What follows belongs to an exercise in optimizing a design on an open flow for small area, a short achievable clock period and few clock cycles; a production flow would make more cautious choices. Only simulation tests tie the RTL to the original design; equivalence was not proved. Power is estimated from default activity; no workload was simulated.

**flow/config.mk**
```make
export PLATFORM = sky130hd
export DESIGN_NAME = peak_finder_fp
export DESIGN_NICKNAME = peak_finder_fp
export VERILOG_FILES = /design/flow/design.v
export SDC_FILE = /design/flow/constraint.sdc
export NUM_CORES = 4
export LEC_CHECK = 0
export CAP_MARGIN = 20
export CORE_MARGIN = 2
export CORE_UTILIZATION = 40
export CTS_BUF_LIST = sky130_fd_sc_hd__clkbuf_8
export GPL_ROUTABILITY_DRIVEN = 0
export SETUP_SLACK_MARGIN = 2.85
export SLEW_MARGIN = 20
```
**flow/design.v**
```verilog
module mag_cmp2 (
    input  wire [30:0] a,
    input  wire [30:0] b,
    output wire [3:0]  p       
);
    assign p = {a[30:15] > b[30:15], a[30:15] < b[30:15],
                a[14:0]  > b[14:0],  a[14:0]  < b[14:0]};
endmodule
module fp_class (
    input  wire [31:0] x,
    output wire [2:0]  c
);
    assign c = {x[31], (x[30:23] == 8'hff) && (x[22:0] != 0), x[30:23] == 8'h00};
endmodule
module fp_gt_s2 (
    input  wire [3:0] p,
    input  wire [2:0] ca,
    input  wire [2:0] cb,
    output wire       a_gt_b,
    output wire       b_gt_a
);
    wire gh = p[3], lh = p[2], gl = p[1], ll = p[0];
    wire mg = gh || (!lh && gl);
    wire ml = lh || (!gh && ll);
    wire sa = ca[2], sb = cb[2];
    wire ok = !ca[1] && !cb[1] && !(ca[0] && cb[0]);
    assign a_gt_b = ok && ((!sa && sb) || (!sa && !sb && mg) || (sa && sb && ml));
    assign b_gt_a = ok && ((sa && !sb) || (!sa && !sb && ml) || (sa && sb && mg));
endmodule
module peak_finder_fp (
    input clk,
    input rst_n,
    output reg [12:0] bram_addr,
    input wire [31:0] bram_data,
    output reg [0:0]  web,
    output wire [6:0] addrb,
    output wire [44:0] dinb,
    input wire [31:0] threshold,
    input wire        start,
    output reg        done
);
    localparam T_NONE = 3'd0, T_BF = 3'd1, T_B1 = 3'd2, T_BM = 3'd3, T_BL = 3'd4,
               T_TS = 3'd5, T_TP = 3'd6, T_FIN = 3'd7;
    localparam S_IDLE = 3'd0, S_BASE = 3'd1, S_RR = 3'd2, S_RRT = 3'd3,
               S_REP = 3'd4, S_FINW = 3'd5;
    localparam D_NB = 2'd0, D_TS = 2'd1, D_LNB = 2'd2, D_BF = 2'd3;
    reg [2:0] st;
    reg [2:0] tA, tB, tC, tD;
    reg [2:0] bc;           
    reg [2:0] cd;           
    reg [1:0] dt;           
    reg [6:0] off;          
    reg [12:0] E;           
    reg [31:0] r1;          
    reg [3:0]  pw, pt;      
    reg [2:0]  cp;          
    reg [12:0] widx;
    reg [5:0]  cnt;         
    reg        cand;
    reg        SF;          
    reg [3:0]  S;           
    reg        lastc;       
    reg        PF, PL;      
    reg [3:0]  PS;
    assign addrb = {1'b0, cnt};
    assign dinb  = {widx, r1};
    wire [3:0] pw_n, pt_n;
    mag_cmp2 m1w (.a(bram_data[30:0]), .b(r1[30:0]),        .p(pw_n));
    mag_cmp2 m1t (.a(bram_data[30:0]), .b(threshold[30:0]), .p(pt_n));
    wire [2:0] cw, ct;
    fp_class kw (.x(r1), .c(cw));
    fp_class kt (.x(threshold), .c(ct));
    wire f_wr, f_rw, f_wt, f_tw;
    fp_gt_s2 c2w (.p(pw), .ca(cw), .cb(cp), .a_gt_b(f_wr), .b_gt_a(f_rw));
    fp_gt_s2 c2t (.p(pt), .ca(cw), .cb(ct), .a_gt_b(f_wt), .b_gt_a(f_tw));
    wire confirm = (tC == T_TS) || ((tD == T_TP) && f_wr);
    wire term    = confirm && (cnt == 6'd34);
    wire bl_issue = (st == S_BASE) && (bc == 3'd1);
    wire op_ok    = (dt == D_TS) ? !cd[0] :
                    (dt == D_NB || dt == D_LNB) ? !cd[1] : 1'b1;
    wire rr_go    = (st == S_RR) && op_ok;
    wire xfer     = (tD == T_BF);
    wire pg0      = (E == 13'd893);
    wire pg0_n    = bl_issue ? (bram_addr == 13'd956) : pg0;
    wire phantom  = (E == 13'd8154);
    wire [3:0] PS_clr = {1'b0, PS[2] & PS[3], PS[1] & (|PS[3:2]), PS[0] & (|PS[3:1])};
    function [8:0] desc(input f, input [3:0] s, input l, input g0);
        casez ({f, s, l})
            6'b1?????: desc = {D_NB, g0 ? 7'd5 : 7'd6};
            6'b01????: desc = {D_TS, 7'd7};
            6'b001???: desc = {D_TS, 7'd8};
            6'b0001??: desc = {D_TS, 7'd9};
            6'b00001?: desc = {D_TS, 7'd10};
            6'b000001: desc = {D_LNB, 7'd12};
            default:   desc = {D_BF, 7'd113};
        endcase
    endfunction
    reg        PF_n, PL_n;
    reg [3:0]  PS_n;
    reg [1:0]  dt_n;
    reg [6:0]  off_n;
    always @(*) begin
        PF_n = PF; PS_n = PS; PL_n = PL;
        dt_n = dt; off_n = off;
        if (xfer) begin
            PF_n = SF; PS_n = S; PL_n = lastc;
            {dt_n, off_n} = desc(SF, S, lastc, pg0_n);
        end else if (rr_go) begin
            case (dt)
                D_NB: begin
                    PF_n = 1'b0;
                    dt_n = desc(1'b0, PS, PL, 1'b0) >> 7;
                    off_n = pg0 ? 7'd6 : 7'd7;
                end
                D_TS: begin
                    PS_n = PS_clr;
                    {dt_n, off_n} = desc(1'b0, PS_clr, PL, 1'b0);
                end
                D_LNB: begin
                    PL_n = 1'b0;
                    dt_n = D_BF;
                    off_n = 7'd11;
                end
                default: ;
            endcase
        end else if (st == S_REP) begin
            {dt_n, off_n} = desc(1'b0, PS, PL, 1'b0);
        end
    end
    wire [12:0] rel_addr = E + {6'd0, off};
    wire [12:0] inc_addr = bram_addr + 13'd1;
    always @(posedge clk) begin
        r1 <= bram_data;
        pw <= pw_n;
        pt <= pt_n;
        cp <= cw;
        PF <= PF_n;
        PS <= PS_n;
        PL <= PL_n;
        dt <= dt_n;
        off <= off_n;
        cd <= {1'b0, cd[2:1]};
        if (tA == T_TS || tB == T_TP) widx <= bram_addr;
        if (web) cnt <= cnt + 6'd1;
        case (tD)
            T_BF: begin
                S <= 4'd0;
                cand <= f_wt;
            end
            T_B1: begin
                SF <= cand & f_rw;
                cand <= f_wt & f_wr;
            end
            T_BM: begin
                S <= {S[2:0], cand & f_rw};
                cand <= f_wt & f_wr;
            end
            T_BL: begin
                S <= {S[2:0], cand & f_rw};
                lastc <= f_wt & f_wr;
            end
            default: ;
        endcase
        bram_addr <= (st == S_IDLE) ? 13'd899 : (st == S_BASE) ? inc_addr : rel_addr;
        case (st)
            S_IDLE: begin  
                bc <= 3'd5;
                SF <= 1'b0; S <= 4'd0; lastc <= 1'b0;
                cnt <= 6'd0;
            end
            S_BASE: begin
                bc <= bc - 3'd1;
                if (bc == 3'd1) E <= {inc_addr[12:6] - 7'd1, inc_addr[5:0]};
            end
            S_RR: begin
                if (op_ok) begin
                    case (dt)
                        D_TS: cd <= 3'b011;
                        D_BF: begin
                            if (!phantom) bc <= 3'd4;
                        end
                    endcase
                end
            end
            S_RRT: cd <= 3'b111;
            default: ;
        endcase
        if (!rst_n) begin
            st <= S_IDLE;
            tA <= T_NONE; tB <= T_NONE; tC <= T_NONE; tD <= T_NONE;
            web <= 1'b0;
            done <= 1'b0;
        end else begin
            if (st == S_IDLE) begin
                tB <= T_NONE;
                tC <= T_NONE;
                tD <= T_NONE;
            end else begin
                tB <= tA;
                tC <= tB;
                tD <= tC;
            end
            web <= confirm && (cnt != 6'd34);
            done <= ((st == S_FINW) && (tD == T_FIN)) || term;
            tA <= T_NONE;
            case (st)
                S_IDLE: begin
                    if (start) begin
                        tA <= T_BF;
                        st <= S_BASE;
                    end
                end
                S_BASE: begin
                    tA <= (bc == 3'd1) ? T_BL : (tA == T_BF) ? T_B1 : T_BM;
                    if (bc == 3'd1) st <= S_RR;
                end
                S_RR: begin
                    if (op_ok) begin
                        case (dt)
                            D_NB:  st <= S_RRT;
                            D_TS: tA <= T_TS;
                            D_LNB: st <= S_RRT;
                            default: begin
                                if (phantom) begin
                                    tA <= T_FIN;
                                    st <= S_FINW;
                                end else begin
                                    tA <= T_BF;
                                    st <= S_BASE;
                                end
                            end
                        endcase
                    end
                end
                S_RRT: begin
                    tA <= T_TP;
                    st <= S_REP;
                end
                S_REP: st <= S_RR;
                S_FINW: begin
                    if (tD == T_FIN) st <= S_IDLE;
                end
                default: st <= S_IDLE;
            endcase
            if (term) begin
                st <= S_IDLE;
                tA <= T_NONE;
            end
        end
    end
endmodule
```
**flow/flow/run.sh**
```bash
#!/bin/bash
# The standard layout (the standard.sh, standard synthesis unchanged), with
# the port buffers that placement inserts made of sky130_fd_sc_hd__buf_1
# instead of the resizer's default pick. Every port still gets its buffer.
set -euo pipefail
bash standard.sh "BUFFER_PORTS_ARGS=-buffer_cell sky130_fd_sc_hd__buf_1" finish > standard.log 2>&1
```
**flow/standard.sh**
```bash
#!/bin/bash
# synth_recipe.tcl (not shown) runs the flow's synth.tcl, then flattens the netlist and writes it again
# the make line also repeats each setting of config.mk as NAME=value (left out here)
make -C /OpenROAD-flow-scripts/flow DESIGN_CONFIG=/design/flow/config.mk WORK_HOME=/design/flow/orfs CLKGATE_MAP_FILE= SYNTH_SCRIPT=/design/flow/synth_recipe.tcl "${@:-finish}"
```
**flow/constraint.sdc**
```tcl
create_clock -name core_clock -period 5.0 [get_ports {clk}]
set_input_delay 1.0000 -clock core_clock [delete_from_list [all_inputs] [get_ports {clk}]]
set_output_delay 1.0000 -clock core_clock [all_outputs]
set_load 0.01 [all_outputs]
```
==> impl_metrics.tcl, run 1 <==
set metrics [dict create \
    slew_viol_final 0 \
    htreeDepth 4 \
    synthTopCellsByCount "dfxtp_1 (88), ha_1 (81), inv_1 (78)" \
    syn_area_um2 7210 \
    die_area_um2 19100 \
    synth_edf_count 42 \
    clk_latency_ns 0.44 \
    slew_headroom_pct 57.9 \
    reg2reg_depth 7 \
    antenna_found_initial 0 \
    chipWidth_um 138 \
    ys_seq_area_share_pct 41.9 \
    finalSetupViolations 0 \
    via_count 6105 \
    grt-ovfl-total 0 \
    grt_pass1_vias 5805 \
    ys_async_sr_fraction_pct 0 \
    first_pass_iters 5 \
    start_util_pct 40.4 \
    synth_fp_nets 910 \
    crit_type "input pin to flop" \
    grt_first_pass_wirelength_um 29300 \
    syn_inst 761 \
    status "timing/DRC/antenna clean" \
    gr-usage-all-layers_pct 18.9 \
    antenna_cells 0 \
    synth.most_common_cell "dfxtp_1" \
    vias_per_cell 5.33 \
    clockBufferDepth 2 \
    clock_skew_ns 0.0136 \
    cts_root_buf "clkbuf_8" \
    max_freq_mhz 474 \
    ant_nets 0 \
    hold_class "flop to flop" \
    maxCapViolations 0 \
    start_kind "input pin" \
    dp_hpwl_um 13900 \
    fin_nets 1052 \
    yosysWarnings 1 \
    final_area_um2 8820 \
    ioPinCount 134 \
    drive_gt1_share_pct 14.8 \
    ys_seq_elements 130 \
    drtIter0Drc 279 \
    route.detailed.drc 0 \
    ir_drop_mv 0.160 \
    cp.arrival_ns 2.48 \
    fp.coreArea_um2 17800 \
    holdBufCountCts 0 \
    finalCritPeriodShare_pct 42.2 \
    whs_path_depth 1 \
    grt_max_degree 20 \
    io_buffers 132 \
    powerDensity_nw_per_um2 269 \
    fin_crit_ns 2.11 \
    fill_cells 1698 \
    avgRoutedWirePerCell_um 15.8 \
    worst_pin_slew_ns 0.631 \
    cp_max_fo 2 \
    placed_cell_area_um2 8130 \
    synth_top_cell_area_share_pct 24.4 \
    crit_path_end_kind "flop" \
    syn2layout_area_growth_pct 22.4 \
    fin_util_pct 49.4 \
    finalSetupTns_ns 0 \
    fin_hold_ws_ns 0.414 \
    hold_violations 0 \
    ys_types 67 \
    numCtsBuffers 17 \
    fin_cells 1145 \
    synth.top_cells.by_area "dfxtp_1 (24%), edfxtp_1 (18%), ha_1 (14%)" \
    p_leak_nw 3.55 \
    cts.clk_slew.worst_paths_ns 0.08 \
    cp_data_required_time_ns 5.37 \
    rows 49 \
    wirelength_um 18100 \
    synthFlopType "dfxtp_1" \
    avgSynthCellArea_um2 9.47 \
    cts_num_sinks 130 \
    synth_top_cell_by_area "dfxtp_1" \
    rsz0062_at_grt "true" \
    cts_tree "yes" \
    chipHeight_um 138 \
    dp.cells 1105 \
]
## layout by cell type (no fill, tap or decap), types with 17 or more instances in the layout
cell type  netlist  layout
edfxtp_1        42      42
and3_1          24      23
a21oi_1         25      22
nand3_1         23      23
inv_1           78      70
o21ai_0         38      35
buf_1            0     111
dfxtp_1         88      79
clkbuf_8         0      18
nor2b_1         20      19
xor2_1          17      17
nand4_1         23      23
nand2_1         45      45
ha_1            81      63
nor2_1          50      46
## per-layer routing
layer	up-vias	global-route usage (%)	wire, um
met4	0	6.18	312
met3	25	3.84	816
met1	2854	24.3	8080
li1	3053	-	-
met2	173	32.0	8860
met5	-	0	0
## power breakdown
part	switching, W	internal [W]
clock	0.000467	0.000421
combinational	0.000172	0.000139
sequential	0.0000418	0.00113
## final timing paths
check	slack [ns]	end	from
min	0.41	cd[1]	cd[2]
max	2.89	pt[1]	threshold[9]
max reg2reg	2.92	bram_addr[11]	off[5]
min reg2reg	0.41	cd[1]	cd[2]
## final cells by class
class,count,area (um2),share of cell area [%]
Multi-Input combinational cell,534,4160,47.1
Sequential cell,130,3030,34.4
Clock inverter,14,141,1.60
Clock buffer,18,248,2.81
Timing Repair Buffer,142,627,7.11
Tap cell,229,287,3.25
Inverter,78,329,3.73
## through the flow
stage / power [W] / setup WS [ns]
final: 0.00237 / 2.89
after floorplan: 0.00137 / 2.67
after global routing: 0.00249 / 2.79
after detailed placement: 0.00148 / 2.28
after CTS: 0.00238 / 2.81
after global placement: 0.00148 / 2.31
## sequential cells by signal (all words and copies together), names as in the netlist, 4 cells and up
name / count
off: 5
widx: 13
pt: 4
bram_addr: 13
E: 13
r1: 32
S: 4
pw: 4
PS: 4
cnt: 6
## repair_timing
item | 4_1_cts | 5_1_grt
endpoints found under the hold margin | 0 | 0
pin swaps | 2 | 14
setup endpoints to repair | 44 | 36
cloned | 0 | 0
buffers inserted | 4 | 4
resized for setup | 15 | 59
## critical path, stage by stage
cell      delay (ns)
buf_4           0.14
inv_12          0.03
ha_4            0.25
and3_4          0.17
or3b_4          0.39
nor2_4          0.13
o221ai_2        0.08
nor3b_2         0.16
a31oi_1         0.13
## logic make-up after synthesis
logic type | count (synthesis) | synth area share, %
and+or+nand+nor | 257 | 19.2
AOI/OAI and AO/OA | 159 | 14.9
DFF | 130 | 41.9
buffers and inverters | 97 | 5.19
adders and majority gates | 83 | 14.5
xor gates and xnor gates | 33 | 4.01
other | 1 | 0.0520
muxes | 1 | 0.139
Testbench counts, summed over its fixed seeds: cycles 20,406.
==> run 2: changes to the inputs <==
--- a/flow/config.mk
+++ b/flow/config.mk
@@ -9,6 +9,5 @@
 export CORE_MARGIN = 2
 export CORE_UTILIZATION = 40
 export CTS_BUF_LIST = sky130_fd_sc_hd__clkbuf_8
-export GPL_ROUTABILITY_DRIVEN = 0
 export SETUP_SLACK_MARGIN = 2.85
 export SLEW_MARGIN = 20
==> run 2 against run 1 <==
Clock skew stayed put. Die area stayed put. Clock power hardly changed. Register-to-register slack hardly changed. Synthesized area stayed put. Final cell count stayed put. Routed wire length stayed put.
==> impl_metrics.tcl, run 2 <==
set metrics [dict create \
    antenna_cells 0 \
    drtIter0Drc 279 \
    clkPwrFrac_pct 37.5 \
    critPathTopFamily "simple AND/OR/NAND/NOR gates" \
    power.internal_w 0.00169 \
    place.gp.congestion 0.899 \
    dp_hpwl_um 13900 \
    fp.coreArea_um2 17800 \
    ys_types 67 \
    worst_pin_slew_ns 0.631 \
    route.detailed.drc 0 \
    r2r_slack_ns 2.92 \
    cts_num_sinks 130 \
    crit_path_end_kind "flop" \
    fin_crit_ns 2.11 \
    max_freq_mhz 474 \
    start_kind "input pin" \
    synth_top_cell_by_area "dfxtp_1" \
    reg2reg_from "off[5]" \
    hold_class "flop to flop" \
    grt_max_degree 20 \
    swShare_pct 28.8 \
    hold_start "cd[2]" \
    grt_pass1_vias 5805 \
    largest_register "r1" \
    clock_skew_ns 0.0136 \
    syn_inst 761 \
    p_comb_share_pct 13.1 \
    switchingPower_w 0.000681 \
    final_area_um2 8820 \
    vias_per_cell 5.33 \
    fin_cells 1145 \
    layout_setup_ws_ns 2.89 \
    status "timing/DRC/antenna clean" \
    r2r-end "bram_addr[11]" \
    io_buffers 132 \
    drive_gt1_share_pct 14.8 \
    numCtsBuffers 17 \
    crit_type "input pin to flop" \
    hold_end "cd[1]" \
    avgSynthCellArea_um2 9.47 \
    fin_nets 1052 \
    die_area_um2 19100 \
    antenna_found_initial 0 \
    whs_path_depth 1 \
    worst_path_max_delay_cell "or3b_4" \
    start_util_pct 40.4 \
    clockBufferDepth 2 \
    chipWidth_um 138 \
    p_leak_nw 3.55 \
    dp.cells 1105 \
    cp.arrival_ns 2.48 \
    synth_edf_count 42 \
    ioPinCount 134 \
    synth.top_cells.by_area "dfxtp_1 (24%), edfxtp_1 (18%), ha_1 (14%)" \
    ir_drop_mv 0.160 \
    htreeDepth 4 \
    placed_cell_area_um2 8130 \
    final_cell_mix "buf_1 (111), dfxtp_1 (79), inv_1 (70), ha_1 (63), nor2_1 (46)" \
    cts.clk_slew.worst_paths_ns 0.08 \
    chipHeight_um 138 \
    synth_top_cell_area_share_pct 24.4 \
    largest_reg_flops 32 \
    final_common_cell "buf_1" \
    reg2reg_depth 7 \
    synth_fp_nets 910 \
    finalSetupTns_ns 0 \
    path_buf_inv 2 \
    finalSetupViolations 0 \
    cts_root_buf "clkbuf_8" \
    cts_tree "yes" \
    syn2layout_area_growth_pct 22.4 \
    wirelength_um 18100 \
    hold_violations 0 \
    slew_viol_final 0 \
    syn_area_um2 7210 \
    ys_async_sr_fraction_pct 0 \
    ant_nets 0 \
    rsz0062_at_grt "true" \
    first_pass_iters 5 \
    dp_slack_ns 2.28 \
    cp_max_fo 2 \
    yosysWarnings 1 \
    ys_seq_area_share_pct 41.9 \
    synthTopCellsByCount "dfxtp_1 (88), ha_1 (81), inv_1 (78)" \
    grt-ovfl-total 0 \
    avgRoutedWirePerCell_um 15.8 \
    finalCritPeriodShare_pct 42.2 \
    cpPeakStageDelay_ns 0.39 \
    grt_first_pass_wirelength_um 29300 \
    synthFlopType "dfxtp_1" \
    cp_data_required_time_ns 5.37 \
    powerDensity_nw_per_um2 269 \
    maxCapViolations 0 \
    holdBufCountCts 0 \
    via_count 6105 \
    p_seq_share_pct 49.4 \
    ys_seq_elements 130 \
    rows 49 \
    slew_headroom_pct 57.9 \
    path_cells "buf_4 -> inv_12 -> ha_4 -> and3_4 -> or3b_4 -> nor2_4 -> o221ai_2 -> nor3b_2 -> a31oi_1" \
    fill_cells 1698 \
    gr-usage-all-layers_pct 18.9 \
    clk_latency_ns 0.44 \
    synth.most_common_cell "dfxtp_1" \
]
run 2: layout make-up:
cell class / count / area (um2) / share of cell area, %
multi-input combinational: 534 / 4160 / 47.1
sequential: 130 / 3030 / 34.4
timing repair buffer: 142 / 627 / 7.11
inverter: 78 / 329 / 3.73
tap: 229 / 287 / 3.25
clock buffer: 18 / 248 / 2.81
clock inverter: 14 / 141 / 1.60
run 2: how the worst max path moves through the flow:
stage	from	to	depth (start not counted)
finish	threshold[9]	pt[1]	9
global route	threshold[8]	lastc	6
CTS	threshold[8]	lastc	6
detailed placement	threshold[9]	pt[1]	9
global placement	threshold[9]	pt[1]	9
floorplan	threshold[9]	pt[1]	8
run 2: what timing repair did:
action | 4_1_cts | 5_1_grt
gates resized for setup | 15 | 59
endpoints found under the setup margin | 44 | 36
buffers inserted | 4 | 4
pin swaps | 2 | 14
run 2: cells by family (layout without fill, tap and decap cells):
logic type | count (synthesis) | after routing | synth area share [%]
buffers and inverters | 97 | 252 | 5.19
DFF | 130 | 130 | 41.9
muxes | 1 | 1 | 0.139
and+or+nand+nor | 257 | 257 | 19.2
other | 1 | 1 | 0.0520
adders and majority gates | 83 | 83 | 14.5
AOI/OAI and AO/OA | 159 | 159 | 14.9
xor gates and xnor gates | 33 | 33 | 4.01
run 2: through the flow:
step                      hold WS [ns]  utilization (%)  total power, W
after global routing             0.434             49.4         0.00249
after floorplan                  0.386                -         0.00137
after detailed placement         0.413             45.6         0.00148
final                            0.414             49.4         0.00237
after CTS                        0.419             48.1         0.00238
after global placement           0.407             45.6         0.00148
run 2: metal layers:
metal | wire [um] | vias up | GRT usage, % | share of wire (%)
met5 | 0 | - | 0 | 0
met4 | 312 | 0 | 6.18 | 1.7
met3 | 816 | 25 | 3.84 | 4.5
met2 | 8860 | 173 | 32.0 | 49
met1 | 8080 | 2854 | 24.3 | 45
li1 | - | 3053 | - | -
run 2: power groups by stage:
stage | clock (W) | sequential, W | combinational (W)
3_3_place_gp | 0 | 0.00119 | 0.000287
3_5_place_dp | 0 | 0.00119 | 0.000290
5_1_grt | 0.000964 | 0.00118 | 0.000354
6_report | 0.000888 | 0.00117 | 0.000311
2_1_floorplan | 0 | 0.00118 | 0.000186
4_1_cts | 0.000915 | 0.00117 | 0.000295
==> run 3: changes to the inputs <==
--- a/flow/design.v
+++ b/flow/design.v
@@ -53,7 +53,7 @@
     reg [12:0] E;           
     reg [31:0] r1;          
     reg [3:0]  pw, pt;      
-    reg [2:0]  cp;          
+    reg [2:0]  cw, cp, ct;  
     reg [12:0] widx;
     reg [5:0]  cnt;         
     reg        cand;
@@ -67,9 +67,9 @@
     wire [3:0] pw_n, pt_n;
     mag_cmp2 m1w (.a(bram_data[30:0]), .b(r1[30:0]),        .p(pw_n));
     mag_cmp2 m1t (.a(bram_data[30:0]), .b(threshold[30:0]), .p(pt_n));
-    wire [2:0] cw, ct;
-    fp_class kw (.x(r1), .c(cw));
-    fp_class kt (.x(threshold), .c(ct));
+    wire [2:0] cw_n, ct_n;
+    fp_class kw (.x(bram_data), .c(cw_n));
+    fp_class kt (.x(threshold), .c(ct_n));
     wire f_wr, f_rw, f_wt, f_tw;
     fp_gt_s2 c2w (.p(pw), .ca(cw), .cb(cp), .a_gt_b(f_wr), .b_gt_a(f_rw));
     fp_gt_s2 c2t (.p(pt), .ca(cw), .cb(ct), .a_gt_b(f_wt), .b_gt_a(f_tw));
@@ -133,7 +133,9 @@
         r1 <= bram_data;
         pw <= pw_n;
         pt <= pt_n;
+        cw <= cw_n;
         cp <= cw;
+        ct <= ct_n;
         PF <= PF_n;
         PS <= PS_n;
         PL <= PL_n;
==> run 3 against run 2 <==
Still clean. Register-to-register slack about the same. Sequential cell count rose by 5. Sequential power is 13% higher. Largest power group unchanged.
==> impl_metrics.tcl, run 3 <==
set metrics [dict create \
    p_seq_share_pct 48.3 \
    fp.coreArea_um2 17800 \
    path_cells "maj3_1 -> o21ai_0 -> nand2_1 -> o221a_2 -> a21oi_1 -> a21o_1" \
    ys_types 67 \
    cts_num_sinks 135 \
    start_util_pct 40.5 \
    final_cell_mix "buf_1 (130), dfxtp_1 (79), inv_1 (76), ha_1 (73), nand2_1 (52)" \
    final_common_cell "buf_1" \
    p_leak_nw 3.47 \
    slew_viol_final 0 \
    fin_nets 1059 \
    largest_reg_flops 32 \
    ys_seq_area_share_pct 43.2 \
    vias_per_cell 5.25 \
    synthFlopType "dfxtp_1" \
    slew_headroom_pct 51.8 \
    finalSetupViolations 0 \
    hold_start "cw[1]" \
    ys_seq_elements 135 \
    clockBufferDepth 2 \
    chipWidth_um 138 \
    status "timing/DRC/antenna clean" \
    avgRoutedWirePerCell_um 14.9 \
    ant_nets 0 \
    synth.most_common_cell "dfxtp_1" \
    dp_slack_ns 2.44 \
    cp_data_required_time_ns 5.33 \
    chipHeight_um 138 \
    cts_tree "yes" \
    synth_top_cell_by_area "dfxtp_1" \
    crit_type "flop to flop" \
    finalSetupTns_ns 0 \
    hold_end "cp[1]" \
    worst_pin_slew_ns 0.722 \
    synth_edf_count 42 \
    cpPeakStageDelay_ns 0.54 \
    holdBufCountCts 0 \
    critPathTopFamily "compound AO/OA/AOI/OAI gates" \
    maxCapViolations 0 \
    reg2reg_from "PS[3]" \
    largest_register "r1" \
    clkPwrFrac_pct 33.0 \
    p_comb_share_pct 18.7 \
    synth_top_cell_area_share_pct 25.8 \
    dp_hpwl_um 12900 \
    crit_start "PS[3]" \
    drtIter0Drc 300 \
    gr-usage-all-layers_pct 18.3 \
    cts.clk_slew.worst_paths_ns 0.09 \
    ir_drop_mv 0.241 \
    cts_root_buf "clkbuf_8" \
    die_area_um2 19200 \
    rows 49 \
    start_kind "flop" \
    htreeDepth 4 \
    antenna_found_initial 0 \
    worst_path_max_delay_cell "edfxtp_1" \
    syn2layout_area_growth_pct 19.0 \
    avgSynthCellArea_um2 9.44 \
    syn_area_um2 7220 \
    max_freq_mhz 480 \
    grt_max_degree 18 \
    fin_crit_ns 2.08 \
    clock_skew_ns 0.0126 \
    synthTopCellsByCount "dfxtp_1 (93), ha_1 (81), inv_1 (77)" \
    layout_setup_ws_ns 2.92 \
    first_pass_iters 5 \
    grt-ovfl-total 0 \
    clk_latency_ns 0.46 \
    powerDensity_nw_per_um2 317 \
    synth_fp_nets 914 \
    place.gp.congestion 0.855 \
    ioPinCount 134 \
    r2r_slack_ns 2.92 \
    drive_gt1_share_pct 11.1 \
    swShare_pct 31.9 \
    switchingPower_w 0.000868 \
    grt_pass1_vias 5920 \
    grt_first_pass_wirelength_um 28400 \
    wirelength_um 17200 \
    whs_path_depth 0 \
    route.detailed.drc 0 \
    r2r-end "off[2]" \
    crit_path_end_kind "flop" \
    antenna_cells 0 \
    ys_async_sr_fraction_pct 0 \
    cp.arrival_ns 2.42 \
    rsz0062_at_grt "true" \
    hold_class "flop to flop" \
    cp_max_fo 11 \
    yosysWarnings 1 \
    io_buffers 132 \
    numCtsBuffers 17 \
    synth.top_cells.by_area "dfxtp_1 (26%), edfxtp_1 (17%), ha_1 (14%)" \
    path_buf_inv 0 \
    hold_violations 0 \
    syn_inst 765 \
    power.internal_w 0.00186 \
    via_count 6052 \
    reg2reg_depth 6 \
    finalCritPeriodShare_pct 41.6 \
]
==> run 3: timing repair <==
item,in CTS,in global routing
pin swaps,3,1
buffers inserted,6,7
gates cloned,0,0
gates resized for setup,18,29
endpoints found under the setup margin,35,41
==> run 3: how the worst max path moves through the flow <==
stage	endpoint	slack, ns	cells after the start
after floorplan	pt[1]	2.78	8
after global placement	pt[1]	2.45	8
after detailed placement	pt[1]	2.44	8
after CTS	bram_addr[3]	2.86	1
after global routing	dt[0]	2.79	5
final	off[2]	2.92	6
==> run 3: kinds of logic (layout without fill, tap and decap cells) <==
kind of cell,count (synthesis),after routing,share of synthesized area (%)
xor gates and xnor gates,33,33,4.00
DFF,135,135,43.2
other,1,1,0.0519
adders and majority gates,83,83,14.4
buffers and inverters,97,255,5.32
and+or+nand+nor,260,260,18.8
muxes,5,5,0.693
AOI/OAI and AO/OA,151,151,13.5
==> run 3: routing by layer <==
| metal | vias up | GRT usage [%] | wire length [um] |
|---|---|---|---|
| met5 | - | 0 | 0 |
| met4 | 0 | 7.14 | 366 |
| met3 | 32 | 4.12 | 802 |
| met2 | 171 | 30.5 | 8170 |
| met1 | 2800 | 23.1 | 7810 |
| li1 | 3049 | - | - |
==> run 3: through the flow <==
| step | cell area, um2 | utilization, % | total power (W) | hold WS [ns] | cells |
|---|---|---|---|---|---|
| global placement | 7970 | 44.7 | 0.00181 | 0.366 | 1107 |
| finish | 8590 | 48.2 | 0.00272 | 0.377 | 1152 |
| global route | 8590 | 48.2 | 0.00288 | 0.383 | 1152 |
| CTS | 8460 | 47.4 | 0.00273 | 0.379 | 1145 |
| floorplan | 7280 | - | 0.00164 | 0.351 | 765 |
| detailed placement | 7970 | 44.7 | 0.00181 | 0.367 | 1107 |
==> run 3: cell type report <==
cell class	count	area [um2]
Clock inverter	15	155
Sequential cell	135	3150
Timing Repair Buffer	146	603
Tap cell	229	287
Inverter	77	289
Multi-Input combinational cell	533	3880
Clock buffer	17	234
Fill cell	1706	9250
==> run 3: power groups by stage <==
stage,clock (W),sequential [W],combinational [W]
after floorplan,0,0.00132,0.000324
after global placement,0,0.00133,0.000474
after detailed placement,0,0.00133,0.000474
after CTS,0.000925,0.00131,0.000489
after global routing,0.000983,0.00133,0.000572
final,0.000900,0.00132,0.000509
Testbench counts of run 3, summed over its fixed seeds: cycles 20,406.
==> run 4: changes to the inputs <==
--- a/flow/config.mk
+++ b/flow/config.mk
@@ -9,5 +9,5 @@
 export CORE_MARGIN = 2
 export CORE_UTILIZATION = 40
 export CTS_BUF_LIST = sky130_fd_sc_hd__clkbuf_8
-export SETUP_SLACK_MARGIN = 2.85
+export SETUP_SLACK_MARGIN = 2.95
 export SLEW_MARGIN = 20
==> run 4 against run 3 <==
Still clean on timing, DRC and antenna. Final cell count is 0.69% higher. Highest routed layer unchanged. Synthesized cell count stayed put. First-iteration DRC count is 5.7% lower.
==> impl_metrics.tcl, run 4 <==
set metrics [dict create \
    rows 49 \
    ys_types 67 \
    dp_hpwl_um 13000 \
    io_buffers 132 \
    synth_top_cell_area_share_pct 25.8 \
    antenna_cells 0 \
    layout_setup_ws_ns 2.98 \
    grt_max_degree 18 \
    slew_headroom_pct 54.3 \
    ioPinCount 134 \
    syn_area_um2 7220 \
    fin_nets 1067 \
    grt_first_pass_wirelength_um 28200 \
    worst_pin_slew_ns 0.685 \
    ys_seq_area_share_pct 43.2 \
    largest_register "r1" \
    die_area_um2 19200 \
    finalCritPeriodShare_pct 40.3 \
    fin_crit_ns 2.02 \
    powerDensity_nw_per_um2 321 \
    max_freq_mhz 496 \
    cts_root_buf "clkbuf_8" \
    crit_path_end_kind "flop" \
    yosysWarnings 1 \
    cts_tree "yes" \
    cp_data_required_time_ns 5.32 \
    clock_skew_ns 0.0177 \
    fin_hold_ws_ns 0.389 \
    fin_util_pct 49.9 \
    whs_path_depth 0 \
    finalSetupTns_ns 0 \
    dp_slack_ns 2.42 \
    chipWidth_um 138 \
    final_common_cell "buf_1" \
    syn2layout_area_growth_pct 23.1 \
    synth_edf_count 42 \
    dp.cells 1107 \
    ir_drop_mv 0.194 \
    final_cell_mix "buf_1 (109), inv_1 (74), dfxtp_1 (71), ha_1 (65), nand2_1 (52)" \
    clockBufferDepth 2 \
    synth_fp_nets 914 \
    p_leak_nw 3.61 \
    hold_class "flop to flop" \
    r2r-end "bram_addr[12]" \
    synth_top_cell_by_area "dfxtp_1" \
    avgRoutedWirePerCell_um 15.0 \
    slew_viol_final 0 \
    finalSetupViolations 0 \
    ys_seq_elements 135 \
    synth.top_cells.by_area "dfxtp_1 (26%), edfxtp_1 (17%), ha_1 (14%)" \
    hold_start "cw[1]" \
    wirelength_um 17400 \
    status "timing/DRC/antenna clean" \
    reg2reg_from "off[5]" \
    numCtsBuffers 17 \
    grt_pass1_vias 5761 \
    cts_num_sinks 135 \
    crit_type "flop to flop" \
    route.detailed.drc 0 \
    drtIter0Drc 283 \
    ys_async_sr_fraction_pct 0 \
    start_kind "flop" \
    fp.coreArea_um2 17800 \
    syn_inst 765 \
    avgSynthCellArea_um2 9.44 \
    cp.arrival_ns 2.33 \
    reg2reg_depth 7 \
    via_count 6081 \
    grt-ovfl-total 0 \
    chipHeight_um 138 \
    cp_max_fo 3 \
    synth.most_common_cell "dfxtp_1" \
    rsz0062_at_grt "true" \
    hold_violations 0 \
    synthTopCellsByCount "dfxtp_1 (93), ha_1 (81), inv_1 (77)" \
    start_util_pct 40.5 \
    ant_nets 0 \
    first_pass_iters 4 \
    maxCapViolations 0 \
    hold_end "cp[1]" \
    htreeDepth 4 \
    antenna_found_initial 0 \
    cts.clk_slew.worst_paths_ns 0.09 \
    place.gp.congestion 0.848 \
    synthFlopType "dfxtp_1" \
    clk_latency_ns 0.45 \
    r2r_slack_ns 2.98 \
    vias_per_cell 5.24 \
    gr-usage-all-layers_pct 18.0 \
    largest_reg_flops 32 \
    holdBufCountCts 0 \
    fin_cells 1160 \
    drive_gt1_share_pct 16.5 \
]
## run 4: cell count changes in the layout (fill, tap and decap cells not counted), moves of 3 or more
cell      change
buf_1        -21
clkbuf_2     +17
dfxtp_4      +10
buf_4         +8
dfxtp_1       -8
ha_1          -8
ha_4          +6
buf_2         +4
o21ai_0       -3
o21ai_1       +3
## run 4: timing repair
item                       4_1_cts  5_1_grt
setup buffers                   11       10
gates resized for setup         45       55
setup endpoints to repair       66       50
cloned                           0        0
pin swaps                        6       13
## run 4: final cells by class
cell class                      instances  area, um2
Clock inverter                         15        210
Inverter                               77        292
Timing Repair Buffer                  154        689
Tap cell                              229        287
Clock buffer                           17        234
Sequential cell                       135       3180
Fill cell                            1668       8940
Multi-Input combinational cell        533       4000
## run 4: metal layers
metal / GRT usage (%) / routed length (um) / up-vias
li1: - / - / 3060
met1: 23.3 / 7880 / 2823
met5: 0 / 0 / -
met3: 4.05 / 888 / 21
met2: 30.2 / 8350 / 177
met4: 5.53 / 247 / 0
## run 4: critical path, stage by stage (launching register included)
cell	delay [ns]
edfxtp_1	0.51
buf_4	0.19
ha_1	0.21
or3_4	0.34
o21ba_2	0.28
nor3_1	0.07
xnor2_1	0.17
o22ai_1	0.11
## run 4: cell families after synthesis
| family | count (synthesis) | share of synthesized area (%) |
|---|---|---|
| AOI/OAI and AO/OA | 151 | 13.5 |
| muxes | 5 | 0.693 |
| DFF | 135 | 43.2 |
| other | 1 | 0.0519 |
| adders and majority gates | 83 | 14.4 |
| and+or+nand+nor | 260 | 18.8 |
| buffers and inverters | 97 | 5.32 |
| xor gates and xnor gates | 33 | 4.00 |
## run 4: per-stage QoR
stage	instance area, um2	total power [W]
2_1_floorplan	7320	0.00165
3_3_place_gp	8010	0.00181
3_5_place_dp	8010	0.00181
4_1_cts	8650	0.00284
5_1_grt	8900	0.00301
6_report	8900	0.00286
## run 4: worst max path at each step
stage / startpoint / to / slack (ns) / depth (start not counted)
6_report: off[5] / bram_addr[12] / 2.98 / 7
5_1_grt: E[2] / bram_addr[10] / 2.89 / 7
4_1_cts: bram_addr[6] / bram_addr[6] / 2.95 / 1
3_5_place_dp: dt[1] / off[2] / 2.42 / 6
3_3_place_gp: bram_data[9] / pt[1] / 2.43 / 8
2_1_floorplan: bram_data[9] / pt[1] / 2.79 / 7
## run 4: where the power goes
part | total [W] | leakage [nW] | switching, W | internal [W]
combinational | 0.000538 | 2.23 | 0.000306 | 0.000232
sequential | 0.00132 | 1.16 | 0.0000846 | 0.00123
clock | 0.000998 | 0.218 | 0.000482 | 0.000516
total | 0.00286 | 3.61 | 0.000872 | 0.00198
==> run 5: changes to the inputs <==
--- a/flow/config.mk
+++ b/flow/config.mk
@@ -9,5 +9,6 @@
 export CORE_MARGIN = 2
 export CORE_UTILIZATION = 40
 export CTS_BUF_LIST = sky130_fd_sc_hd__clkbuf_8
-export SETUP_SLACK_MARGIN = 2.95
+export CTS_CLUSTER_SIZE = 30
+export SETUP_SLACK_MARGIN = 2.9
 export SLEW_MARGIN = 20
==> run 5 against run 4 <==
Count of clock-buffer cells in the layout unchanged. Global-route usage up 0.31 points. Via count down 1.1%. Final cell count down 0.43%. Synthesized cell count unchanged. Critical endpoint is now bram_addr[11].
==> impl_metrics.tcl, run 5 <==
set metrics [dict create \
    p_comb_share_pct 19.1 \
    crit_end "bram_addr[11]" \
    crit_start "bram_addr[11]" \
    ys_seq_area_share_pct 43.2 \
    slew_headroom_pct 57.0 \
    reg2reg_from "st[1]" \
    power.internal_w 0.00181 \
    htreeDepth 4 \
    antenna_found_initial 0 \
    chipHeight_um 138 \
    vias_per_cell 5.21 \
    chipWidth_um 138 \
    avgSynthCellArea_um2 9.44 \
    final_cell_mix "buf_1 (129), inv_1 (76), dfxtp_1 (75), ha_1 (73), nand2_1 (52)" \
    rows 49 \
    route.detailed.drc 0 \
    ys_types 67 \
    p_seq_share_pct 49.3 \
    clkPwrFrac_pct 31.6 \
    swShare_pct 32.3 \
    fin_crit_ns 2.04 \
    largest_register "r1" \
    worst_pin_slew_ns 0.645 \
    grt_max_degree 18 \
    path_cells "buf_1" \
    finalSetupTns_ns 0 \
    cp.arrival_ns 1.04 \
    grt_pass1_vias 5958 \
    r2r-end "dt[1]" \
    max_freq_mhz 489 \
    avgRoutedWirePerCell_um 15.0 \
    cts_root_buf "clkbuf_8" \
    via_count 6013 \
    place.gp.congestion 0.859 \
    cts_tree "yes" \
    synth_top_cell_by_area "dfxtp_1" \
    hold_violations 0 \
    start_kind "flop" \
    crit_path_end_kind "output pin" \
    synthTopCellsByCount "dfxtp_1 (93), ha_1 (81), inv_1 (77)" \
    syn_area_um2 7220 \
    dp_slack_ns 2.39 \
    largest_reg_flops 32 \
    maxCapViolations 0 \
    synth_edf_count 42 \
    ant_nets 0 \
    syn2layout_area_growth_pct 19.5 \
    yosysWarnings 1 \
    grt_first_pass_wirelength_um 28700 \
    io_buffers 132 \
    worst_path_max_delay_cell "dfxtp_1" \
    wirelength_um 17300 \
    syn_inst 765 \
    cp.depth 1 \
    hold_class "flop to flop" \
    crit_type "flop to output pin" \
    finalSetupViolations 0 \
    fin_nets 1062 \
    final_common_cell "buf_1" \
    ys_async_sr_fraction_pct 0 \
    synth.top_cells.by_area "dfxtp_1 (26%), edfxtp_1 (17%), ha_1 (14%)" \
    die_area_um2 19200 \
    finalCritPeriodShare_pct 40.9 \
    start_util_pct 40.5 \
    clk_latency_ns 0.46 \
    cp_max_fo 5 \
    powerDensity_nw_per_um2 310 \
    synth.most_common_cell "dfxtp_1" \
    layout_setup_ws_ns 2.96 \
    ir_drop_mv 0.176 \
    synthFlopType "dfxtp_1" \
    grt-ovfl-total 0 \
    clockBufferDepth 2 \
    status "timing/DRC/antenna clean" \
    path_buf_inv 1 \
    drive_gt1_share_pct 11.8 \
    switchingPower_w 0.000865 \
    ioPinCount 134 \
    synth_fp_nets 914 \
    numCtsBuffers 17 \
    synth_top_cell_area_share_pct 25.8 \
    cts_num_sinks 135 \
    r2r_slack_ns 2.99 \
    antenna_cells 0 \
    slew_viol_final 0 \
    fp.coreArea_um2 17800 \
    cpPeakStageDelay_ns 0.41 \
    rsz0062_at_grt "true" \
    fill_cells 1755 \
    cp_data_required_time_ns 4.00 \
    clock_skew_ns 0.0186 \
    reg2reg_depth 6 \
    gr-usage-all-layers_pct 18.3 \
    drtIter0Drc 274 \
    p_leak_nw 3.49 \
    first_pass_iters 4 \
    ys_seq_elements 135 \
    dp_hpwl_um 13100 \
    cts.clk_slew.worst_paths_ns 0.09 \
    critPathTopFamily "flip-flops" \
    holdBufCountCts 0 \
]
## run 5: how the worst min path moves through the flow
stage	from	endpoint	slack, ns	cells after the start
2_1_floorplan	cw[1]	cp[1]	0.35	0
3_3_place_gp	cw[1]	cp[1]	0.37	0
3_5_place_dp	cw[0]	cp[0]	0.38	0
4_1_cts	cw[0]	cp[0]	0.39	0
5_1_grt	cw[0]	cp[0]	0.40	0
6_report	cw[0]	cp[0]	0.38	0
## run 5: logic make-up after synthesis
group | after synthesis | synth area share, %
compound gates | 151 | 13.5
xor+xnor | 33 | 4.00
fa+ha+maj | 83 | 14.4
buf+inv | 97 | 5.32
flops | 135 | 43.2
mux | 5 | 0.693
other cells | 1 | 0.0519
simple gates | 260 | 18.8
## run 5: power groups by stage
stage                     registers [W]  clock network [W]  logic (W)
after global placement          0.00133                  0   0.000475
after detailed placement        0.00133                  0   0.000478
after global routing            0.00133           0.000918   0.000581
after CTS                       0.00131           0.000872   0.000496
final                           0.00132           0.000845   0.000511
after floorplan                 0.00132                  0   0.000325
## run 5: area by class of cell
type                            instances  area, um2  area share [%]
Multi-Input combinational cell        533       3900            45.2
Sequential cell                       135       3170            36.7
Timing Repair Buffer                  149        624            7.23
Inverter                               77        292            3.38
Tap cell                              229        287            3.32
Clock buffer                           17        234            2.71
Clock inverter                         15        129            1.49
## run 5: metal layers
metal | part of all wire, % | GRT usage (%) | vias to the layer above
met5 | 0 | 0 | -
met4 | 1.7 | 6.87 | 0
met3 | 5.0 | 4.57 | 24
met2 | 48 | 30.6 | 152
met1 | 46 | 22.9 | 2788
li1 | - | - | 3049
## run 5: timing repair
action | CTS | global route
setup endpoints to repair | 41 | 41
pin swaps | 3 | 7
buffers inserted | 7 | 9
resized for setup | 23 | 36
## run 5: per-stage QoR
step / cells / area, um2 / total power [W] / utilization, % / hold WS (ns)
after floorplan: 765 / 7290 / 0.00165 / - / 0.351
after global placement: 1107 / 7990 / 0.00181 / 44.8 / 0.368
after detailed placement: 1107 / 7990 / 0.00181 / 44.8 / 0.376
after CTS: 1146 / 8460 / 0.00268 / 47.4 / 0.388
after global routing: 1155 / 8640 / 0.00283 / 48.4 / 0.400
final: 1155 / 8640 / 0.00267 / 48.4 / 0.384
==> run 6: changes to the inputs <==
--- a/flow/config.mk
+++ b/flow/config.mk
@@ -9,6 +9,6 @@
 export CORE_MARGIN = 2
 export CORE_UTILIZATION = 40
 export CTS_BUF_LIST = sky130_fd_sc_hd__clkbuf_8
-export CTS_CLUSTER_SIZE = 30
+export PLACE_DENSITY = 0.7
 export SETUP_SLACK_MARGIN = 2.9
 export SLEW_MARGIN = 20
==> run 6 against run 5 <==
Final area grew 0.41%. Largest cell class unchanged. Register-to-register slack is essentially flat. Worst hold slack lost 0.0055 ns. Non-clock buffer count shrank 1. Total power grew 3.5%. Combinational power grew 1%. Synthesized cell count is the same. Clock skew is essentially flat. Critical path depth is the same.
==> impl_metrics.tcl, run 6 <==
set metrics [dict create \
    clockBufferDepth 2 \
    ys_seq_area_share_pct 43.2 \
    dp.cells 1107 \
    avgSynthCellArea_um2 9.44 \
    critPathTopFamily "flip-flops" \
    dp_hpwl_um 12700 \
    rsz0062_at_grt "true" \
    cp.arrival_ns 1.05 \
    synth.most_common_cell "dfxtp_1" \
    fill_cells 1667 \
    clk_latency_ns 0.46 \
    path_buf_inv 1 \
    synthTopCellsByCount "dfxtp_1 (93), ha_1 (81), inv_1 (77)" \
    grt_pass1_vias 5771 \
    ys_seq_elements 135 \
    swShare_pct 32.3 \
    finalSetupTns_ns 0 \
    final_cell_mix "buf_1 (129), inv_1 (76), dfxtp_1 (73), ha_1 (73), nand2_1 (52)" \
    cp_max_fo 6 \
    slew_viol_final 0 \
    synthFlopType "dfxtp_1" \
    largest_reg_flops 32 \
    max_freq_mhz 488 \
    status "timing/DRC/antenna clean" \
    first_pass_iters 7 \
    grt_util_met3_pct 3.71 \
    finalCritPeriodShare_pct 41.0 \
    synth_fp_nets 914 \
    fin_cells 1154 \
    syn_area_um2 7220 \
    synth_top_cell_by_area "dfxtp_1" \
    ys_async_sr_fraction_pct 0 \
    p_leak_nw 3.50 \
    fin_util_pct 48.6 \
    chipWidth_um 138 \
    globalRouteMet2Util_pct 29.2 \
    yosysWarnings 1 \
    ir_drop_mv 0.183 \
    cp_data_required_time_ns 4.00 \
    hold_class "flop to flop" \
    via_count 6072 \
    ioPinCount 134 \
    final_common_cell "buf_1" \
    cts_tree "yes" \
    syn_inst 765 \
    synth_top_cell_area_share_pct 25.8 \
    fin_crit_ns 2.05 \
    antenna_found_initial 0 \
    clock_skew_ns 0.0184 \
    numCtsBuffers 17 \
    syn2layout_area_growth_pct 20.0 \
    start_util_pct 40.5 \
    place.gp.congestion 0.843 \
    die_area_um2 19200 \
    avgRoutedWirePerCell_um 14.6 \
    hold_violations 0 \
    io_buffers 132 \
    cts_root_buf "clkbuf_8" \
    chipHeight_um 138 \
    switchingPower_w 0.000894 \
    p_seq_share_pct 47.6 \
    holdBufCountCts 0 \
    fin_hold_ws_ns 0.379 \
    finalSetupViolations 0 \
    grt_first_pass_wirelength_um 27400 \
    fin_nets 1061 \
    synth_edf_count 42 \
    power.internal_w 0.00187 \
    ant_nets 0 \
    p_comb_share_pct 18.6 \
    path_cells "buf_1" \
    largest_register "r1" \
    crit_type "flop to output pin" \
    cts.clk_slew.worst_paths_ns 0.10 \
    grt_max_degree 18 \
    cpPeakStageDelay_ns 0.42 \
    fp.coreArea_um2 17800 \
    worst_pin_slew_ns 0.701 \
    htreeDepth 4 \
    vias_per_cell 5.26 \
    start_kind "flop" \
    crit_path_end_kind "output pin" \
    drtIter0Drc 307 \
    gr-max-usage-layer "met2" \
    slew_headroom_pct 53.2 \
    synth.top_cells.by_area "dfxtp_1 (26%), edfxtp_1 (17%), ha_1 (14%)" \
    grt-ovfl-total 0 \
    cts_num_sinks 135 \
    route.detailed.drc 0 \
    use_met1_pct 22.3 \
    wirelength_um 16800 \
    maxCapViolations 0 \
    clkPwrFrac_pct 33.8 \
    drive_gt1_share_pct 11.8 \
    ys_types 67 \
    powerDensity_nw_per_um2 319 \
    antenna_cells 0 \
    rows 49 \
    gr-usage-all-layers_pct 17.4 \
    worst_path_max_delay_cell "dfxtp_2" \
]
## run 6: cell counts after synthesis
No cell type changed its count.
## run 6: cell type report
class	instances	area (um2)	share of cell area, %
timing repair buffer	148	619	7.14
multi-input combinational	533	3900	45.0
clock buffer	17	234	2.70
inverter	77	292	3.36
clock inverter	15	180	2.08
sequential	135	3160	36.5
tap	229	287	3.30
## run 6: cell families (layout without fill, tap and decap cells)
kind of cell | Yosys count | in the layout | share of synthesized area [%]
DFF | 135 | 135 | 43.2
muxes | 5 | 5 | 0.693
buffers and inverters | 97 | 257 | 5.32
AOI/OAI and AO/OA | 151 | 151 | 13.5
adders and majority gates | 83 | 83 | 14.4
and+or+nand+nor | 260 | 260 | 18.8
other | 1 | 1 | 0.0519
xor gates and xnor gates | 33 | 33 | 4.00
## run 6: power groups by stage
stage | combinational (W) | sequential (W) | clock [W]
floorplan | 0.000325 | 0.00132 | 0
global placement | 0.000473 | 0.00133 | 0
detailed placement | 0.000477 | 0.00133 | 0
CTS | 0.000495 | 0.00131 | 0.000957
global route | 0.000578 | 0.00133 | 0.00101
finish | 0.000516 | 0.00132 | 0.000934
## run 6: what timing repair did
item | CTS | global route
buffers inserted | 7 | 8
gates cloned | 0 | 0
gates resized for setup | 21 | 33
endpoints found under the setup margin | 37 | 43
pin swaps | 4 | 5
## run 6: worst paths after layout
check | startpoint | end | slack [ns] | depth (start not counted)
setup reg to reg | E[5] | bram_addr[11] | 2.98 | 7
hold reg to reg | cw[0] | cp[0] | 0.38 | 0
hold / removal | cw[0] | cp[0] | 0.38 | 0
setup / recovery | bram_addr[9] | bram_addr[9] | 2.95 | 1
## run 6: stage by stage
stage / setup slack, ns / power (W) / cell area [um2]
finish: 2.95 / 0.00277 / 8670
global placement: 2.47 / 0.00180 / 7990
floorplan: 2.79 / 0.00165 / 7290
global route: 2.89 / 0.00292 / 8670
CTS: 2.90 / 0.00276 / 8510
detailed placement: 2.45 / 0.00181 / 7990
## run 6: routing by layer
layer	part of all wire, %	vias up	wire length, um
met4	1.9	0	320
li1	-	3055	-
met2	47	183	7980
met3	4.6	26	774
met1	46	2808	7770
met5	0	-	0
==> run 7: changes to the inputs <==
--- a/flow/config.mk
+++ b/flow/config.mk
@@ -9,6 +9,5 @@
 export CORE_MARGIN = 2
 export CORE_UTILIZATION = 40
 export CTS_BUF_LIST = sky130_fd_sc_hd__clkbuf_8
-export PLACE_DENSITY = 0.7
 export SETUP_SLACK_MARGIN = 2.9
 export SLEW_MARGIN = 20
==> run 7 against run 6 <==
Synthesized area unchanged. Sequential cell count did not move. First-iteration DRC count decreased by 11%. Die area unchanged. Core utilization shrank 0.20 points. Sequential share of layout area rose by 0.23 points. Critical path type unchanged. Largest cell class unchanged.
==> impl_metrics.tcl, run 7 <==
set metrics [dict create \
    antenna_cells 0 \
    status "timing/DRC/antenna clean" \
    fin_cells 1155 \
    synthFlopType "dfxtp_1" \
    synthTopCellsByCount "dfxtp_1 (93), ha_1 (81), inv_1 (77)" \
    cts_num_sinks 135 \
    p_leak_nw 3.49 \
    syn2layout_area_growth_pct 19.5 \
    syn_inst 765 \
    vias_per_cell 5.21 \
    max_freq_mhz 489 \
    p_seq_share_pct 49.3 \
    finalCritPeriodShare_pct 40.9 \
    slew_viol_final 0 \
    first_pass_iters 4 \
    fin_nets 1062 \
    dp_hpwl_um 13100 \
    holdBufCountCts 0 \
    worst_pin_slew_ns 0.645 \
    grt-ovfl-total 0 \
    grt_max_degree 18 \
    largest_register "r1" \
    path_buf_inv 1 \
    cts_root_buf "clkbuf_8" \
    synth_fp_nets 914 \
    grt_first_pass_wirelength_um 28700 \
    grt_pass1_vias 5958 \
    swShare_pct 32.3 \
    p_comb_share_pct 19.1 \
    largest_reg_flops 32 \
    start_kind "flop" \
    final_cell_mix "buf_1 (129), inv_1 (76), dfxtp_1 (75), ha_1 (73), nand2_1 (52)" \
    seq_area_um2 3170 \
    power.internal_w 0.00181 \
    switchingPower_w 0.000865 \
    yosysWarnings 1 \
    cp_data_required_time_ns 4.00 \
    ys_types 67 \
    via_count 6013 \
    route.detailed.drc 0 \
    place.gp.congestion 0.859 \
    rsz0062_at_grt "true" \
    io_buffers 132 \
    final_common_cell "buf_1" \
    clockBufferDepth 2 \
    numCtsBuffers 17 \
    die_area_um2 19200 \
    finalSetupTns_ns 0 \
    crit_path_end_kind "output pin" \
    cp.arrival_ns 1.04 \
    cp_max_fo 5 \
    synth.top_cells.by_area "dfxtp_1 (26%), edfxtp_1 (17%), ha_1 (14%)" \
    maxCapViolations 0 \
    syn_area_um2 7220 \
    drive_gt1_share_pct 11.8 \
    path_cells "buf_1" \
    dp.cells 1107 \
    cts_tree "yes" \
    clkPwrFrac_pct 31.6 \
    avgRoutedWirePerCell_um 15.0 \
    crit_type "flop to output pin" \
    avgSynthCellArea_um2 9.44 \
    synth_top_cell_area_share_pct 25.8 \
    htreeDepth 4 \
    synth_edf_count 42 \
    rows 49 \
    ioPinCount 134 \
    fp.coreArea_um2 17800 \
    start_util_pct 40.5 \
    finalSetupViolations 0 \
    ir_drop_mv 0.176 \
    slew_headroom_pct 57.0 \
    hold_class "flop to flop" \
    critPathTopFamily "flip-flops" \
    hold_violations 0 \
    chipWidth_um 138 \
    multiInputGateArea_um2 3900 \
    wirelength_um 17300 \
    ys_async_sr_fraction_pct 0 \
    chipHeight_um 138 \
    clk_latency_ns 0.46 \
    cts.clk_slew.worst_paths_ns 0.09 \
    fin_crit_ns 2.04 \
    worst_path_max_delay_cell "dfxtp_1" \
    ys_seq_elements 135 \
    fin_hold_ws_ns 0.384 \
    ant_nets 0 \
    clock_skew_ns 0.0186 \
    ys_seq_area_share_pct 43.2 \
    fill_cells 1755 \
    powerDensity_nw_per_um2 310 \
    cpPeakStageDelay_ns 0.41 \
    synth_top_cell_by_area "dfxtp_1" \
    drtIter0Drc 274 \
    antenna_found_initial 0 \
    synth.most_common_cell "dfxtp_1" \
    gr-usage-all-layers_pct 18.3 \
]
run 7: cell type report:
type	count	area share, %
repair buffers	149	7.23
multi-input cells	533	45.2
well taps	229	3.32
clock inverters	15	1.49
inverters	77	3.38
flip-flops and latches	135	36.7
clock buffers	17	2.71
run 7: stage by stage:
stage	util, %	cell area [um2]	setup WS [ns]	total power (W)
5_1_grt	48.4	8640	2.87	0.00283
3_3_place_gp	44.8	7990	2.46	0.00181
4_1_cts	47.4	8460	2.80	0.00268
3_5_place_dp	44.8	7990	2.39	0.00181
6_report	48.4	8640	2.96	0.00267
2_1_floorplan	-	7290	2.79	0.00165
run 7: cells by family after synthesis:
logic type	after synthesis	synth area share, %
compound gates	151	13.5
xor+xnor	33	4.00
fa+ha+maj	83	14.4
buf+inv	97	5.32
flops	135	43.2
mux	5	0.693
other cells	1	0.0519
simple gates	260	18.8
run 7: worst paths after layout:
kind / startpoint / end / slack [ns] / cells past startpoint
worst min register to register: cw[0] / cp[0] / 0.38 / 0
worst max-delay path: bram_addr[11] / bram_addr[11] / 2.96 / 1
worst min-delay path: cw[0] / cp[0] / 0.38 / 0
worst max register to register: st[1] / dt[1] / 2.99 / 6
run 7: per-layer routing:
layer | share of wire (%) | global-route usage (%)
met4 | 1.7 | 6.87
met5 | 0 | 0
met2 | 48 | 30.6
met3 | 5.0 | 4.57
met1 | 46 | 22.9
run 7: timing repair:
action,in CTS,in global routing
endpoints found under the hold margin,0,0
pin swaps,3,7
endpoints found under the setup margin,41,41
setup buffers,7,9
gates resized for setup,23,36
run 7: power groups by stage:
stage / Clock [W] / Sequential (W) / Combinational, W
floorplan: 0 / 0.00132 / 0.000325
global placement: 0 / 0.00133 / 0.000475
detailed placement: 0 / 0.00133 / 0.000478
CTS: 0.000872 / 0.00131 / 0.000496
global route: 0.000918 / 0.00133 / 0.000581
finish: 0.000845 / 0.00132 / 0.000511
==> run 8: changes to the inputs <==
--- a/flow/config.mk
+++ b/flow/config.mk
@@ -9,5 +9,5 @@
 export CORE_MARGIN = 2
 export CORE_UTILIZATION = 40
 export CTS_BUF_LIST = sky130_fd_sc_hd__clkbuf_8
-export SETUP_SLACK_MARGIN = 2.9
+export SETUP_SLACK_MARGIN = 2.92
 export SLEW_MARGIN = 20
==> run 8 against run 7 <==
Combinational power grew 4.3%. Sequential share of layout area decreased by 0.52 points. Clock power rose by 7.7%. Routed wire length increased by 0.66%. Critical path depth is the same. Critical path type unchanged. Largest power group unchanged. Highest routed layer unchanged.
==> impl_metrics.tcl, run 8 <==
set metrics [dict create \
    clkPwrFrac_pct 32.9 \
    via_count 6085 \
    synth_top_cell_by_area "dfxtp_1" \
    wirelength_um 17400 \
    avgRoutedWirePerCell_um 15.0 \
    p_leak_nw 3.58 \
    io_buffers 132 \
    finalSetupTns_ns 0 \
    cp_data_required_time_ns 4.00 \
    slew_viol_final 0 \
    grt_pass1_vias 5785 \
    hold_class "flop to flop" \
    chipHeight_um 138 \
    ioPinCount 134 \
    finalSetupViolations 0 \
    crit_type "flop to output pin" \
    finalCritPeriodShare_pct 40.8 \
    path_cells "buf_1" \
    synth.most_common_cell "dfxtp_1" \
    ir_drop_mv 0.200 \
    rsz0062_at_grt "true" \
    powerDensity_nw_per_um2 315 \
    cp.arrival_ns 1.04 \
    cts_num_sinks 135 \
    drive_gt1_share_pct 14.9 \
    syn2layout_area_growth_pct 21.5 \
    ys_seq_elements 135 \
    avgSynthCellArea_um2 9.44 \
    antenna_found_initial 0 \
    finalPower_w 0.00276 \
    fin_nets 1066 \
    p_seq_share_pct 47.8 \
    synthTopCellsByCount "dfxtp_1 (93), ha_1 (81), inv_1 (77)" \
    synth_edf_count 42 \
    cpPeakStageDelay_ns 0.42 \
    cts_root_buf "clkbuf_8" \
    route.detailed.drc 0 \
    synthFlopType "dfxtp_1" \
    holdBufCountCts 0 \
    cts_tree "yes" \
    swShare_pct 32.0 \
    die_area_um2 19200 \
    largest_reg_flops 32 \
    final_cell_mix "buf_1 (117), inv_1 (76), ha_1 (72), dfxtp_1 (71), nand2_1 (52)" \
    synth_top_cell_area_share_pct 25.8 \
    fp.coreArea_um2 17800 \
    start_util_pct 40.5 \
    cts.clk_slew.worst_paths_ns 0.08 \
    worst_pin_slew_ns 0.675 \
    status "timing/DRC/antenna clean" \
    first_pass_iters 5 \
    switchingPower_w 0.000884 \
    syn_area_um2 7220 \
    ys_async_sr_fraction_pct 0 \
    grt_first_pass_wirelength_um 28100 \
    htreeDepth 4 \
    final_common_cell "buf_1" \
    fin_crit_ns 2.04 \
    worst_path_max_delay_cell "dfxtp_2" \
    largest_register "r1" \
    clk_latency_ns 0.47 \
    yosysWarnings 1 \
    fin_hold_ws_ns 0.377 \
    maxCapViolations 0 \
    dp_hpwl_um 13100 \
    critPathTopFamily "flip-flops" \
    drtIter0Drc 298 \
    antenna_cells 0 \
    ys_seq_area_share_pct 43.2 \
    power.internal_w 0.00188 \
    rows 49 \
    grt-ovfl-total 0 \
    gr-usage-all-layers_pct 18.1 \
    p_comb_share_pct 19.3 \
    path_buf_inv 1 \
    grt_max_degree 18 \
    start_kind "flop" \
    crit_path_end_kind "output pin" \
    ys_types 67 \
    clock_skew_ns 0.0208 \
    cp_max_fo 7 \
    syn_inst 765 \
    ant_nets 0 \
    clockBufferDepth 2 \
    hold_violations 0 \
    slew_headroom_pct 55.0 \
    chipWidth_um 138 \
    numCtsBuffers 17 \
    place.gp.congestion 0.836 \
    max_freq_mhz 490 \
    synth.top_cells.by_area "dfxtp_1 (26%), edfxtp_1 (17%), ha_1 (14%)" \
    synth_fp_nets 914 \
    vias_per_cell 5.25 \
]
-- run 8: routing by layer --
| layer | track usage, % | wire length [um] | up-vias |
|---|---|---|---|
| li1 | - | - | 3062 |
| met3 | 4.95 | 890 | 12 |
| met1 | 23.0 | 7860 | 2839 |
| met2 | 30.6 | 8480 | 172 |
| met5 | 0 | 0 | - |
| met4 | 5.05 | 175 | 0 |
-- run 8: logic make-up after synthesis --
logic type      share of synthesized area [%]
buf+inv                                  5.32
fa+ha+maj                                14.4
mux                                     0.693
flops                                    43.2
simple gates                             18.8
other cells                            0.0519
compound gates                           13.5
xor+xnor                                 4.00
-- run 8: cell type report --
cell class | instances | area (um2)
fill | 1712 | 9060
sequential | 135 | 3180
tap | 229 | 287
inverter | 77 | 292
multi-input combinational | 533 | 3960
clock buffer | 17 | 234
timing repair buffer | 153 | 676
clock inverter | 15 | 160
-- run 8: worst paths after layout --
path	slack, ns	cells after the start	startpoint	endpoint
worst max-delay path	2.96	1	bram_addr[3]	bram_addr[3]
worst min-delay path	0.38	0	cw[0]	cp[0]
worst max register to register	2.99	8	E[0]	bram_addr[8]
worst min register to register	0.38	0	cw[0]	cp[0]
-- run 8: stage by stage --
step	std cells	util, %	setup slack [ns]	instance area (um2)
global route	1159	49.2	2.89	8780
global placement	1107	44.8	2.46	8000
finish	1159	49.2	2.96	8780
CTS	1146	47.8	2.92	8520
detailed placement	1107	44.8	2.42	8000
floorplan	765	-	2.79	7300
-- run 8: power groups by stage --
stage | sequential [W] | combinational [W] | clock (W)
after floorplan | 0.00132 | 0.000327 | 0
after global placement | 0.00133 | 0.000477 | 0
after detailed placement | 0.00133 | 0.000479 | 0
after CTS | 0.00131 | 0.000497 | 0.000932
after global routing | 0.00133 | 0.000599 | 0.000983
final | 0.00132 | 0.000533 | 0.000910
-- run 8: timing repair --
action | in CTS | in global routing
setup buffers | 7 | 13
endpoints found under the setup margin | 46 | 56
resized for setup | 32 | 56
pin swaps | 5 | 4
cloned | 0 | 0

## port drivers added, routing unchanged
Ports are ideal in the flow. The routed layouts listed here were re-timed in OpenROAD. Step 1 sets driving cells, clkbuf_16 on the clock port and buf_2 on the other inputs (assumed; they add their load-dependent delay and slew). Step 2 also shifts input and output timing later by t, the mid clock arrival at the registers, as if the neighbouring blocks saw the same clock. a / b / c = ideal / step 1 / step 2; a / b = the first two.
run | t, ns | slack for setup (ns) | latest minus earliest clock arrival (ns) | cell pins on the clock port's net
run 1 | 0.473 | 2.889 / 2.880 / 2.426 | 0.017 / 0.017 | 1
run 2 | 0.473 | 2.889 / 2.880 / 2.426 | 0.017 / 0.017 | 1
run 3 | 0.495 | 2.918 / 2.894 / 2.462 | 0.019 / 0.019 | 1
run 4 | 0.482 | 2.983 / 2.955 / 2.540 | 0.017 / 0.018 | 1
run 5 | 0.490 | 2.956 / 2.914 / 2.510 | 0.019 / 0.019 | 1
run 6 | 0.485 | 2.951 / 2.913 / 2.514 | 0.018 / 0.019 | 1
run 7 | 0.490 | 2.956 / 2.914 / 2.510 | 0.019 / 0.019 | 1
run 8 | 0.497 | 2.961 / 2.921 / 2.522 | 0.023 / 0.022 | 1
After both steps setup and hold are still met in every run listed.
